This is an optimization exercise on Yosys and OpenROAD, whose aim is small area and a short achievable clock period, not a production implementation.
Function was checked by simulation only, so behaviour that the tests miss may differ from the original.
Power figures rest on the tool's default switching activity, not on a simulated workload.

==> inputs of v20 <==
Design syc_FIFO, start of the top module:
module syc_FIFO #(
    parameter DATA_WIDTH = 32,
    parameter DEPTH      = 16
)(
    input                       wr_en,
    input                       rd_en,
    input      [DATA_WIDTH-1:0] wr_data,
    input                       clk,
    input                       rstb,
    output reg [DATA_WIDTH-1:0] rd_data,
    output reg                  full,
    output wire                 empty
);
    localparam J = DEPTH / 2;
    reg [DATA_WIDTH-1:0] memory [DEPTH-1:0];
    reg [DEPTH-1:0]      wr_sel, rd_sel;
    reg [DEPTH-1:0]      rd_sel_hi;          
    reg [J-1:0]          fill;
    reg                  not_empty;
    assign empty = ~not_empty;
    wire wr = wr_en & ~full;
    wire rd = rd_en & not_empty;
    wire one_word = fill[0] & ~fill[1];           
    wire one_free = fill[J-1] & ~fill[J-2];       
    wire up   = wr & ~rd;                         
    wire down = rd & ~wr;                         
    wire wr_load = full & rd_en;
    wire wr_step = wr & ~(up & one_free);
    wire wr_hold = ~wr_load & ~wr;
    wire rd_load = ~not_empty & wr_en;
    wire rd_step = rd & ~(down & one_word);
    wire rd_hold = ~rd_load & ~rd;
    wire [DEPTH-1:0] wr_sel_next = ({DEPTH{wr_load}} & rd_sel)
                                 | ({DEPTH{wr_step}} & {wr_sel[DEPTH-2:0], wr_sel[DEPTH-1]})
                                 | ({DEPTH{wr_hold}} & wr_sel);
    wire [DEPTH-1:0] rd_sel_next = ({DEPTH{rd_load}} & wr_sel)
                                 | ({DEPTH{rd_step}} & {rd_sel[DEPTH-2:0], rd_sel[DEPTH-1]})
                                 | ({DEPTH{rd_hold}} & rd_sel);
    wire [DEPTH-1:0] rd_sel_hi_next = ({DEPTH{rd_load}} & wr_sel)
                                    | ({DEPTH{rd_step}} & {rd_sel_hi[DEPTH-2:0], rd_sel_hi[DEPTH-1]})
                                    | ({DEPTH{rd_hold}} & rd_sel_hi);
    integer i;
    always @(posedge clk)
        for (i = 0; i < DEPTH; i = i + 1)
            if (wr_en & wr_sel[i]) memory[i] <= wr_data;
    localparam LO = DATA_WIDTH / 2;
    reg [DATA_WIDTH-1:0] rd_word;
    always @* begin
        rd_word = {DATA_WIDTH{1'b0}};
        for (i = 0; i < DEPTH; i = i + 1)
            rd_word = rd_word | (memory[i] & {{(DATA_WIDTH-LO){rd_sel_hi[i]}}, {LO{rd_sel[i]}}});
    end
    always @(posedge clk or negedge rstb) begin
        if (!rstb) begin
  ...
==> module syc_FIFO, before the edit <==
module syc_FIFO #(
    parameter DATA_WIDTH = 32,
    parameter DEPTH      = 16
)(
    input                       wr_en,
    input                       rd_en,
    input      [DATA_WIDTH-1:0] wr_data,
    input                       clk,
    input                       rstb,
    output reg [DATA_WIDTH-1:0] rd_data,
    output reg                  full,
    output wire                 empty
);
    localparam J = DEPTH / 2;
    reg [DATA_WIDTH-1:0] memory [DEPTH-1:0];
    reg [DEPTH-1:0]      wr_sel, rd_sel;
    reg [DEPTH-1:0]      rd_sel_hi;          
    reg [J-1:0]          fill;
    reg                  not_empty;
    assign empty = ~not_empty;
    wire wr = wr_en & ~full;
    wire rd = rd_en & not_empty;
    wire one_word = fill[0] & ~fill[1];           
    wire one_free = fill[J-1] & ~fill[J-2];       
    wire up   = wr & ~rd;                         
    wire down = rd & ~wr;                         
    wire wr_load = full & rd_en;
    wire wr_step = wr & ~(up & one_free);
    wire wr_hold = ~wr_load & ~wr;
    wire rd_load = ~not_empty & wr_en;
    wire rd_step = rd & ~(down & one_word);
    wire rd_hold = ~rd_load & ~rd;
    wire [DEPTH-1:0] wr_sel_next = ({DEPTH{wr_load}} & rd_sel)
                                 | ({DEPTH{wr_step}} & {wr_sel[DEPTH-2:0], wr_sel[DEPTH-1]})
                                 | ({DEPTH{wr_hold}} & wr_sel);
    wire [DEPTH-1:0] rd_sel_next = ({DEPTH{rd_load}} & wr_sel)
                                 | ({DEPTH{rd_step}} & {rd_sel[DEPTH-2:0], rd_sel[DEPTH-1]})
                                 | ({DEPTH{rd_hold}} & rd_sel);
    wire [DEPTH-1:0] rd_sel_hi_next = ({DEPTH{rd_load}} & wr_sel)
                                    | ({DEPTH{rd_step}} & {rd_sel_hi[DEPTH-2:0], rd_sel_hi[DEPTH-1]})
                                    | ({DEPTH{rd_hold}} & rd_sel_hi);
    integer i;
    always @(posedge clk)
        for (i = 0; i < DEPTH; i = i + 1)
            if (wr_en & wr_sel[i]) memory[i] <= wr_data;
    localparam LO = DATA_WIDTH / 2;
    reg [DATA_WIDTH-1:0] rd_word;
    always @* begin
        rd_word = {DATA_WIDTH{1'b0}};
        for (i = 0; i < DEPTH; i = i + 1)
            rd_word = rd_word | (memory[i] & {{(DATA_WIDTH-LO){rd_sel_hi[i]}}, {LO{rd_sel[i]}}});
    end
    always @(posedge clk or negedge rstb) begin
        if (!rstb) begin
            wr_sel    <= 1;
            rd_sel    <= 0;
            rd_sel_hi <= 0;
            fill      <= 0;
            rd_data   <= 0;
            full      <= 1'b0;
            not_empty <= 1'b0;
        end else begin
            if (rd) rd_data <= rd_word;
            wr_sel <= wr_sel_next;
            rd_sel <= rd_sel_next;
            rd_sel_hi <= rd_sel_hi_next;
            if (up) begin
                fill      <= {fill[J-2:0], ~fill[J-1]};
                not_empty <= 1'b1;
                full      <= one_free;
            end else if (down) begin
                fill      <= {~fill[0], fill[J-1:1]};
                full      <= 1'b0;
                not_empty <= ~one_word;
            end
        end
    end
endmodule
Settings: LEC_CHECK=0, CAP_MARGIN=20, CORE_MARGIN=2, CORE_UTILIZATION=40, CTS_CLUSTER_DIAMETER=100, CTS_CLUSTER_SIZE=30, SETUP_SLACK_MARGIN=1.3, SLEW_MARGIN=20; clock period 3.0 ns.
standard.sh (not shown) runs the stock make flow with config.mk's settings and CLKGATE_MAP_FILE= SYNTH_SCRIPT=/design/flow/synth_recipe.tcl, a recipe that flattens the netlist after the stock synthesis.
==> flow/flow/run.sh <==
#!/bin/bash
# Standard ORFS layout (the standard.sh, synthesis unchanged) with port
# buffers of a plain buffer cell instead of the cell buffer_ports picks.
set -uo pipefail
bash standard.sh \
  BUFFER_PORTS_ARGS="-buffer_cell sky130_fd_sc_hd__buf_4" \
  finish > flow_make.log 2>&1
st=$?
exit $st
==> v34 (differences from v20) <==
==> flow/design.v (replaced) <==
module syc_FIFO #(
    parameter DATA_WIDTH = 32,
    parameter DEPTH      = 16
)(
    input                       wr_en,
    input                       rd_en,
    input      [DATA_WIDTH-1:0] wr_data,
    input                       clk,
    input                       rstb,
    output reg [DATA_WIDTH-1:0] rd_data,
    output reg                  full,
    output reg                  empty
);
    localparam ADDR_WIDTH = $clog2(DEPTH);
    reg [DATA_WIDTH-1:0] memory [DEPTH-1:0];
    reg [ADDR_WIDTH-1:0] wr_ptr, rd_ptr;
    wire wr = wr_en & ~full;
    wire rd = rd_en & ~empty;
    wire one_word  = (wr_ptr == rd_ptr + 1'b1);
    wire one_free  = (rd_ptr == wr_ptr + 1'b1);
    always @(posedge clk)
        if (wr) memory[wr_ptr] <= wr_data;
    always @(posedge clk or negedge rstb) begin
        if (!rstb) begin
            wr_ptr  <= 0;
            rd_ptr  <= 0;
            rd_data <= 0;
            full    <= 1'b0;
            empty   <= 1'b1;
        end else begin
            if (wr) wr_ptr <= wr_ptr + 1'b1;
            if (rd) begin
                rd_ptr  <= rd_ptr + 1'b1;
                rd_data <= memory[rd_ptr];
            end
            if (wr & ~rd) begin
                empty <= 1'b0;
                full  <= one_free;
            end else if (rd & ~wr) begin
                full  <= 1'b0;
                empty <= one_word;
            end
        end
    end
endmodule
==> flow/run.sh (new file) <==
#!/bin/bash
# synth_recipe.tcl (not shown) runs the flow's synth.tcl, then flattens the netlist and writes it again
# the make line also repeats each setting of config.mk as NAME=value (left out here)
make -C /OpenROAD-flow-scripts/flow DESIGN_CONFIG=/design/flow/config.mk WORK_HOME=/design/flow/orfs CLKGATE_MAP_FILE= SYNTH_SCRIPT=/design/flow/synth_recipe.tcl finish
CTS_CLUSTER_DIAMETER = not set   (was 100)
CTS_CLUSTER_SIZE = not set   (was 30)
SETUP_SLACK_MARGIN = not set   (was 1.3)
removed: flow/flow/run.sh
removed: flow/standard.sh
==> results.txt <==
                                                                                                   v20                       v34
Unique cell type count in the Yosys netlist                                                         31                        36
Post-placement setup slack                                                                    0.811 ns                  0.278 ns
Worst vdd ir                                                                                0.000431 V                0.000508 V
Global routing met1 resource utilization                                                         0.251                     0.227
Routed length on met2                                                                        26,200 µm                 22,900 µm
Vertical extent of the die                                                                      238 µm                    235 µm
Via count of the first global-routing pass                                                      11,600                    11,000
Sinks on the clock net                                                                             602                       554
Placed Instances                                                                                 1,886                     1,845
Final-layout clock buffer total                                                                     42                        80
Result of the run                                                                       finished clean            finished clean
Clock network area share                                                                        0.0293                    0.0732
Gate power share                                                                                 0.114                     0.289
Design Power                                                                                   15.3 mW                   23.7 mW
Number of inserted filler cells in the final layout                                              4,581                     4,429
Number of design-rule violations left by the first detailed-router iteration                     1,171                       693
Met3 WL post-DR                                                                                3060 µm                   1840 µm
Combinational cell power                                                                       1.75 mW                   6.85 mW
Library cell contributing the largest single delay on the critical path       sky130_fd_sc_hd__dfrtp_2  sky130_fd_sc_hd__dfstp_2
Cts repair resizes                                                                                  68                         0
Switching power                                                                                3.54 mW                   7.11 mW

afterwards: timing with drivers on the ports:
No port has a modelled driver above. Below, the same layouts with a new extraction and two added sets of constraints.
Step 1 assumes that a clkbuf_16 drives the clock port and a buf_2 every other input.
Step 2 also shifts input and output timing later by t, the mid clock arrival at the registers, as if the neighbouring blocks saw the same clock.
Slacks: no drivers / after step 1 / after step 2; pairs: no drivers / after step 1.
run	shift t [ns]	slack for setup (ns)	worst hold slack (ns)	worst data-port slew with drivers (ns)	cell pins on the clock port's net
v20	0.625	1.206 / 1.149 / 0.955	0.039 / 0.010 / 0.524	0.08	1
v34	0.653	0.650 / 0.593 / 0.329	0.169 / 0.141 / 0.483	0.04	1
After both steps setup and hold are still met in every run listed. The setup slack of v34, which loses most, moves by -0.057 ns with the drivers and by -0.321 ns with both steps.
